Source: an optimization exercise on an open RTL-to-GDS flow (aim: small area, a short achievable clock period and few clock cycles). Production flows keep margins and buffers that such runs may drop.
Only simulation tests tie the RTL to the original design; equivalence was not proved.

===== design/flow/design.v =====
module ConvCalculator(
    input clk,
    input rst,
    input [31:0] data_in,
    input in_valid,
    output in_ready,
    input [7:0] input_size,
    input [7:0] filter_size,
    output reg [31:0] data_out,
    output reg out_valid,
    output reg done,
    output [7:0] output_size
);
function [31:0] fp_add_func;
    input [31:0] a;     
    input [31:0] b;     
    reg sign_a, sign_b;
    reg [7:0] exponent_a, exponent_b;
    reg [23:0] mantissa_a, mantissa_b;
    reg [23:0] aligned_mantissa_a, aligned_mantissa_b;
    reg [7:0] exponent_diff;
    reg [7:0] exponent_result;
    reg sign_result;
    reg [24:0] mantissa_sum;
    reg [23:0] mantissa_final;
    reg [7:0] exponent_adjusted;
    reg [6:0] norm_fac;
    reg a_is_zero, b_is_zero;
    reg a_is_inf, b_is_inf;
    reg a_is_nan, b_is_nan;
    integer i;
    begin
        sign_a = a[31];
        sign_b = b[31];
        exponent_a = a[30:23];
        exponent_b = b[30:23];
        mantissa_a = (exponent_a == 0) ? {1'b0, a[22:0]} : {1'b1, a[22:0]};  
        mantissa_b = (exponent_b == 0) ? {1'b0, b[22:0]} : {1'b1, b[22:0]};  
        a_is_zero = (exponent_a == 8'd0 && a[22:0] == 23'd0);
        b_is_zero = (exponent_b == 8'd0 && b[22:0] == 23'd0);
        a_is_inf = (exponent_a == 8'd255 && a[22:0] == 23'd0);
        b_is_inf = (exponent_b == 8'd255 && b[22:0] == 23'd0);
        a_is_nan = (exponent_a == 8'd255 && a[22:0] != 23'd0);
        b_is_nan = (exponent_b == 8'd255 && b[22:0] != 23'd0);
        exponent_diff = (exponent_a > exponent_b) ? (exponent_a - exponent_b) : (exponent_b - exponent_a);
        aligned_mantissa_a = (exponent_a > exponent_b) ? mantissa_a : (mantissa_a >> exponent_diff);
        aligned_mantissa_b = (exponent_b > exponent_a) ? mantissa_b : (mantissa_b >> exponent_diff);
        exponent_result = (exponent_a > exponent_b) ? exponent_a : exponent_b;
        mantissa_sum = (sign_a == sign_b) ? ({1'b0, aligned_mantissa_a} + {1'b0, aligned_mantissa_b}) :
                                             (aligned_mantissa_a >= aligned_mantissa_b) ? ({1'b0, aligned_mantissa_a} - {1'b0, aligned_mantissa_b}) :
                                                                                             ({1'b0, aligned_mantissa_b} - {1'b0, aligned_mantissa_a});
        sign_result = (aligned_mantissa_a >= aligned_mantissa_b) ? sign_a : sign_b;
        mantissa_final = mantissa_sum[24] ? mantissa_sum[24:1] : mantissa_sum[23:0];
        exponent_adjusted = mantissa_sum[24] ? exponent_result + 1 : exponent_result;
        norm_fac = mantissa_final[23] ? 0 : (mantissa_final[22] ? 1 : (mantissa_final[21] ? 2 : (mantissa_final[20] ? 3 : 
        (mantissa_final[19] ? 4 : (mantissa_final[18] ? 5 : (mantissa_final[17] ? 6 : (mantissa_final[16] ? 7 : 
        (mantissa_final[15] ? 8 : (mantissa_final[14] ? 9 : (mantissa_final[13] ? 10 : (mantissa_final[12] ? 11 : 
        mantissa_final[11] ? 12 : (mantissa_final[10] ? 13 : (mantissa_final[9] ? 14 : (mantissa_final[8] ? 15 : 
        mantissa_final[7] ? 16 : (mantissa_final[6] ? 17 : (mantissa_final[5] ? 18 : (mantissa_final[4] ? 19 : 
        mantissa_final[3] ? 20 : (mantissa_final[2] ? 21 : (mantissa_final[1] ? 22 : (mantissa_final[0] ? 23 : 24))))))))))))))))))));
        mantissa_final = mantissa_final << norm_fac;
        exponent_adjusted = exponent_adjusted - norm_fac;
        fp_add_func = a_is_nan ? a :
                       b_is_nan ? b :
                       (a_is_inf & b_is_inf & (sign_a != sign_b)) ? 32'hFFC00000 :  
                       a_is_inf ? a :
                       b_is_inf ? b :
                       a_is_zero ? b :
                       b_is_zero ? a :
                       {sign_result, exponent_adjusted[7:0], mantissa_final[22:0]};
    end
endfunction
function [31:0] fp_mul_func;
    input [31:0] a;     
    input [31:0] b;     
    reg sign_a;
    reg sign_b;
    reg [7:0] exponent_a;
    reg [7:0] exponent_b;
    reg [23:0] mantissa_a;
    reg [23:0] mantissa_b;
    reg sign_result;
    reg [8:0] exponent_result;
    reg [47:0] mantissa_result;
    reg [22:0] mantissa_final;
    reg [7:0] exponent_final;
    reg overflow;
    reg a_is_zero, b_is_zero;
    reg a_is_inf, b_is_inf;
    reg a_is_nan, b_is_nan;
    begin
        sign_a = a[31];
        sign_b = b[31];
        exponent_a = a[30:23];
        exponent_b = b[30:23];
        mantissa_a = {1'b1, a[22:0]};  
        mantissa_b = {1'b1, b[22:0]};  
        a_is_zero = (exponent_a == 8'd0 && a[22:0] == 23'd0);
        b_is_zero = (exponent_b == 8'd0 && b[22:0] == 23'd0);
        a_is_inf = (exponent_a == 8'd255 && a[22:0] == 23'd0);
        b_is_inf = (exponent_b == 8'd255 && b[22:0] == 23'd0);
        a_is_nan = (exponent_a == 8'd255 && a[22:0] != 23'd0);
        b_is_nan = (exponent_b == 8'd255 && b[22:0] != 23'd0);
        sign_result = sign_a ^ sign_b;
        exponent_result = exponent_a + exponent_b - 8'd127;
        mantissa_result = mantissa_a * mantissa_b;
        mantissa_final = mantissa_result[47] ? mantissa_result[46:24] : mantissa_result[45:23];
        exponent_final = mantissa_result[47] ? exponent_result + 1 : exponent_result;
        overflow = (exponent_final > 8'd254);
        fp_mul_func = a_is_nan ? a :
                       b_is_nan ? b :
                       (a_is_inf & b_is_zero) | (b_is_inf & a_is_zero) ? 32'hFFC00000 :  
                       a_is_inf | b_is_inf ? {sign_result, 8'hFF, 23'd0} :
                       a_is_zero | b_is_zero ? {sign_result, 31'd0} :
                       overflow ? {sign_result, 8'hFF, 23'd0} :  
                       {sign_result, exponent_final[7:0], mantissa_final[22:0]};
    end
endfunction
    reg [31:0] input_matrix [0:63];    
    reg [31:0] filter_matrix [0:15];   
    reg [3:0] in_size;                 
    reg [2:0] f_size;
    reg [2:0] row_count;
    reg [2:0] col_count;
    reg [1:0] filter_row;
    reg [1:0] filter_col;
    reg [31:0] sum;
    reg [1:0] state;
    parameter READ_INPUT = 0,
              READ_FILTER = 1,
              CONVOLVE = 2;
    assign output_size = input_size - filter_size + 1;
    assign in_ready = (state != CONVOLVE);
    wire first_word = (row_count == 0) && (col_count == 0);
    wire [3:0] cur_in_size = first_word ? input_size[3:0] : in_size;
    wire [2:0] cur_f_size = first_word ? filter_size[2:0] : f_size;
    wire [2:0] in_row = row_count + {1'b0, filter_row};
    wire [2:0] in_col = col_count + {1'b0, filter_col};
    wire [31:0] product = fp_mul_func(input_matrix[{in_row, in_col}], filter_matrix[{filter_row, filter_col}]);
    wire [31:0] new_sum = fp_add_func(sum, product);
    wire last_tap = (filter_row == f_size - 1) && (filter_col == f_size - 1);
    wire [2:0] out_last = in_size - f_size;
    always @(posedge clk or posedge rst) begin
        if (rst) begin
            state <= READ_INPUT;
            in_size <= 0;
            f_size <= 0;
            row_count <= 0;
            col_count <= 0;
            filter_row <= 0;
            filter_col <= 0;
            sum <= 0;
            data_out <= 0;
            out_valid <= 0;
            done <= 0;
        end else begin
            out_valid <= 0;
            done <= 0;
            case (state)
                READ_INPUT: begin
                    if (in_valid) begin
                        input_matrix[{row_count, col_count}] <= data_in;
                        if (first_word) begin
                            in_size <= input_size[3:0];
                            f_size <= filter_size[2:0];
                        end
                        if (col_count == cur_in_size - 1) begin
                            col_count <= 0;
                            if (row_count == cur_in_size - 1) begin
                                row_count <= 0;
                                state <= READ_FILTER;
                            end else
                                row_count <= row_count + 1;
                        end else
                            col_count <= col_count + 1;
                    end
                end
                READ_FILTER: begin
                    if (in_valid) begin
                        filter_matrix[{filter_row, filter_col}] <= data_in;
                        if (filter_col == f_size - 1) begin
                            filter_col <= 0;
                            if (filter_row == f_size - 1) begin
                                filter_row <= 0;
                                sum <= 0;
                                state <= CONVOLVE;
                            end else
                                filter_row <= filter_row + 1;
                        end else
                            filter_col <= filter_col + 1;
                    end
                end
                CONVOLVE: begin
                    if (last_tap) begin
                        data_out <= new_sum;
                        out_valid <= 1;
                        sum <= 0;
                        filter_row <= 0;
                        filter_col <= 0;
                        if (col_count == out_last) begin
                            col_count <= 0;
                            if (row_count == out_last) begin
                                row_count <= 0;
                                done <= 1;
                                state <= READ_INPUT;
                            end else
                                row_count <= row_count + 1;
                        end else
                            col_count <= col_count + 1;
                    end else begin
                        sum <= new_sum;
                        if (filter_col == f_size - 1) begin
                            filter_col <= 0;
                            filter_row <= filter_row + 1;
                        end else
                            filter_col <= filter_col + 1;
                    end
                end
                default: state <= READ_INPUT;
            endcase
        end
    end
endmodule

===== design/flow/run.sh =====
#!/bin/bash
# synth_recipe.tcl (not shown) runs the flow's synth.tcl, then flattens the netlist and writes it again
# the make line also repeats each setting of config.mk as NAME=value (left out here)
make -C /OpenROAD-flow-scripts/flow DESIGN_CONFIG=/design/flow/config.mk WORK_HOME=/design/flow/orfs CLKGATE_MAP_FILE= SYNTH_SCRIPT=/design/flow/synth_recipe.tcl finish

===== design/flow/config.mk =====
export PLATFORM = sky130hd
export DESIGN_NAME = ConvCalculator
export DESIGN_NICKNAME = ConvCalculator
export VERILOG_FILES = /design/flow/design.v
export SDC_FILE = /design/flow/constraint.sdc
export NUM_CORES = 4
export LEC_CHECK = 0
export CAP_MARGIN = 20
export CORE_MARGIN = 2
export CORE_UTILIZATION = 45
export PLACE_DENSITY = 0.6
export SLEW_MARGIN = 20

===== design/flow/constraint.sdc =====
create_clock -name core_clock -period 24.0 [get_ports {clk}]
set_input_delay 4.8000 -clock core_clock [delete_from_list [all_inputs] [get_ports {clk}]]
set_output_delay 4.8000 -clock core_clock [all_outputs]
set_load 0.01 [all_outputs]

==> run notes <==
-- placed cells by master, fill, tap and decap left out, types with 90 or more instances in the layout --
| cell | synthesis | layout |
|---|---|---|
| o22ai_1 | 108 | 102 |
| a21oi_1 | 476 | 463 |
| and3_1 | 111 | 98 |
| o21ai_0 | 243 | 238 |
| inv_1 | 746 | 741 |
| clkbuf_16 | 0 | 292 |
| a22oi_1 | 285 | 285 |
| mux2i_1 | 324 | 323 |
| fa_1 | 492 | 490 |
| edfxtp_1 | 2560 | 2560 |
| nand2_1 | 961 | 949 |
| and2_1 | 111 | 106 |
| nor3_1 | 138 | 133 |
| ha_1 | 311 | 301 |
| a221oi_1 | 166 | 164 |
| nand4_1 | 90 | 90 |
| mux2_2 | 115 | 115 |
| a222oi_1 | 91 | 91 |
| buf_4 | 46 | 1013 |
| nor2_1 | 520 | 439 |
| nand3_1 | 331 | 328 |
| a22o_1 | 119 | 119 |
-- through the flow --
stage	TNS (ns)	utilization, %	setup slack (ns)	instance area (um^2)
2_1_floorplan	0	-	2.48	134000
3_3_place_gp	0	49.2	0.0584	146000
3_5_place_dp	0	49.3	0.122	146000
4_1_cts	0	52.3	0.0474	155000
5_1_grt	-0.0441	52.8	-0.0380	157000
6_report	0	52.8	0.913	157000
-- repair_timing --
item	CTS	global route
gates resized for setup	0	97
pin swaps	1	22
setup buffers	3	71
cloned	0	5
hold buffers	0	0
setup endpoints to repair	2	60
-- per-layer routing --
| layer | vias to the layer above | global-route usage, % | routed length [um] | part of all wire (%) |
|---|---|---|---|---|
| met2 | 9918 | 56.9 | 254000 | 41 |
| li1 | 40900 | - | - | - |
| met3 | 2635 | 16.0 | 100000 | 16 |
| met5 | - | 0.516 | 572 | 0.091 |
| met1 | 53000 | 51.5 | 218000 | 35 |
| met4 | 54 | 26.1 | 52600 | 8.4 |
-- sequential cells by signal (all words and copies together), names as in the netlist --
| signal | count |
|---|---|
| out_valid | 1 |
| in_size | 4 |
| filter_col | 2 |
| done | 1 |
| col_count | 3 |
| filter_matrix | 512 |
| data_out | 32 |
| f_size | 3 |
| sum | 32 |
| row_count | 3 |
| input_matrix | 2048 |
| filter_row | 2 |
| state | 2 |
-- final cells by class --
class                   count  area (um^2)
diodes                     27         67.6
clock buffers             346         7460
clock inverters           165         1550
fillers                 24900       140000
inverters                 760         2880
multi-input cells        6311        50800
flip-flops and latches   2645        79000
well taps                3939         4930
repair buffers           1187        10100
-- cell families (layout without fill, tap and decap cells) --
logic type,after synthesis,in the layout,synth area share [%]
multiplexers,482,483,4.07
flip-flops,2645,2645,58.8
adder cells (fa/ha/maj),803,803,10.2
XOR/XNOR,95,95,0.658
AND/OR/NAND/NOR,2590,2591,9.14
other,0,27,0
buffers and inverters,1446,2458,4.58
AO/OA/AOI/OAI,2339,2339,12.6
-- critical path: cells and delay by family (launching register included) --
kind / cells / cell delay, ns
compound gates: 43 / 7.53
xor+xnor: 1 / 0.12
fa+ha+maj: 15 / 6.49
buf+inv: 23 / 3.53
flops: 1 / 0.44
mux: 4 / 0.81
simple gates: 17 / 3.92
-- worst max path at each step --
| stage | startpoint | end | slack [ns] | cells past startpoint |
|---|---|---|---|---|
| after CTS | row_count[1]$_DFFE_PP0P_ | sum[30]$_DFFE_PP0P_ | 0.05 | 94 |
| final | col_count[0]$_DFFE_PP0P_ | sum[29]$_DFFE_PP0P_ | 0.91 | 103 |
| after global placement | col_count[0]$_DFFE_PP0P_ | sum[30]$_DFFE_PP0P_ | 0.06 | 99 |
| after global routing | col_count[0]$_DFFE_PP0P_ | sum[29]$_DFFE_PP0P_ | -0.04 | 103 |
| after floorplan | filter_col[0]$_DFFE_PP0P_ | sum[29]$_DFFE_PP0P_ | 2.48 | 103 |
| after detailed placement | col_count[0]$_DFFE_PP0P_ | sum[30]$_DFFE_PP0P_ | 0.12 | 99 |
==> run notes <==
number of max-cap violations 0; Placer Congestion 0.983; H-tree depth 5; Clock Sinks 2645; FF+latch count, synth 2645; Routed Antenna Nets 0; die width 551 um; cell repeated most along the worst path buf_4; Final #Nets 12000; initial antenna violation count 45; synthesized net count 11300; WHS Endpoint data_out[5]$_DFFE_PP0P_; headroom to the max-slew limit 8.98%; min-delay src data_out[5]$_DFFE_PP0P_; synth top area cells edfxtp_1 57%, fa_1 7.3%, ha_1 2.9%; most common library cells after synthesis 2560 x edfxtp_1, 961 x nand2_1, 746 x inv_1; post-synth cell types 118; critical path's slowest cell fa_4; Syn Std Cell Area 134000 um^2; DP HPWL 397000 um; Vias/cell 6.92; Yosys top cell area share 57.2%; share of cells above drive strength 1 17.5%; Slew Limit Fails 0; most common cell in the netlist edfxtp_1; DRC viols 0; r2r endpoint sum[29]$_DFFE_PP0P_; critical path's largest stage delay 1.04 ns; Die H 551 um; Iteration-0 DRC Markers 20700; vias in the first global route 100000; total grt overflow 0; Synth async-reset ratio 3.21%; worst-case clock buffer depth 4; Req. time, crit path 24.81 ns; I/O Buffers 93; Hold Slack 0.479 ns; initial core utilization 45.3%; critical path startpoint category register; largest net degree at the start of global routing 81; root buf cell clkbuf_16; syn_area_per_cell 12.9 um^2; period utilisation layout 96.2%; Skew-Pair Late Insertion Delay 0.96 ns; Worst Skew 0.0734 ns; crit end category register; area grow syn2layout 16.6%; drt wl/cell 40.7 um; CP Max Fanout 27; hold depth 2; row cnt 200; EDFF count, synth 2560; Fin. Hold Viols 0; RR Startpoint col_count[0]$_DFFE_PP0P_; FF-to-FF path depth 103; Die ar. 303000 um^2; Achievable Freq 43.3 MHz; status timing/DRC/antenna clean; routed via count 106000; number of placed instances with taps included 14800; synth warn 3; Post-Layout Cell Count 15400; WL final 626000 um; actual slew at the worst max-slew pin 1.37 ns; CORE AREA 297000 um^2; First-pass DRT Iterations 7; clock-pin slew on the worst setup and hold paths 0.06 ns; first-pass GRT wire length 841000 um; all-layer global routing usage 40.4%; I/O pin cnt 94; CTS tree yes; Final Setup Violations 0; Post-synth top flop edfxtp_1; area leader, netlist edfxtp_1; WP data arrival 23.90 ns; Hold WC Path Type register to register; crit path kind register to register; Final min period 23.09 ns; post-synthesis cell count 10400; register area share after synthesis 58.8%; CTS buffer count 286; R2R Setup Slk 0.91 ns
Testbench counts, summed over its fixed seeds: cycles 16,510.

## afterwards: timing with drivers on the ports
Ports are ideal in the flow. The routed layout listed here was re-timed in OpenROAD. Step 1, drivers: a clkbuf_16 drives clk and a buf_2 each remaining input, both assumed. Step 2 moves the port delays by t, midway between the first and last clock arrival at a register: inputs arrive t later, outputs are due t later. That takes back most of the time a late clock gives input paths. Three values: ideal, step 1, step 2; two values: the first two.
t, ns: 1.026
setup slack, ns: 0.913 / 0.913 / 0.913
worst hold slack (ns): 0.479 / 0.479 / 0.479
After both steps this run still meets setup and hold. For this run, drivers alone change the setup slack by 0.000 ns; drivers and shift together by 0.000 ns.
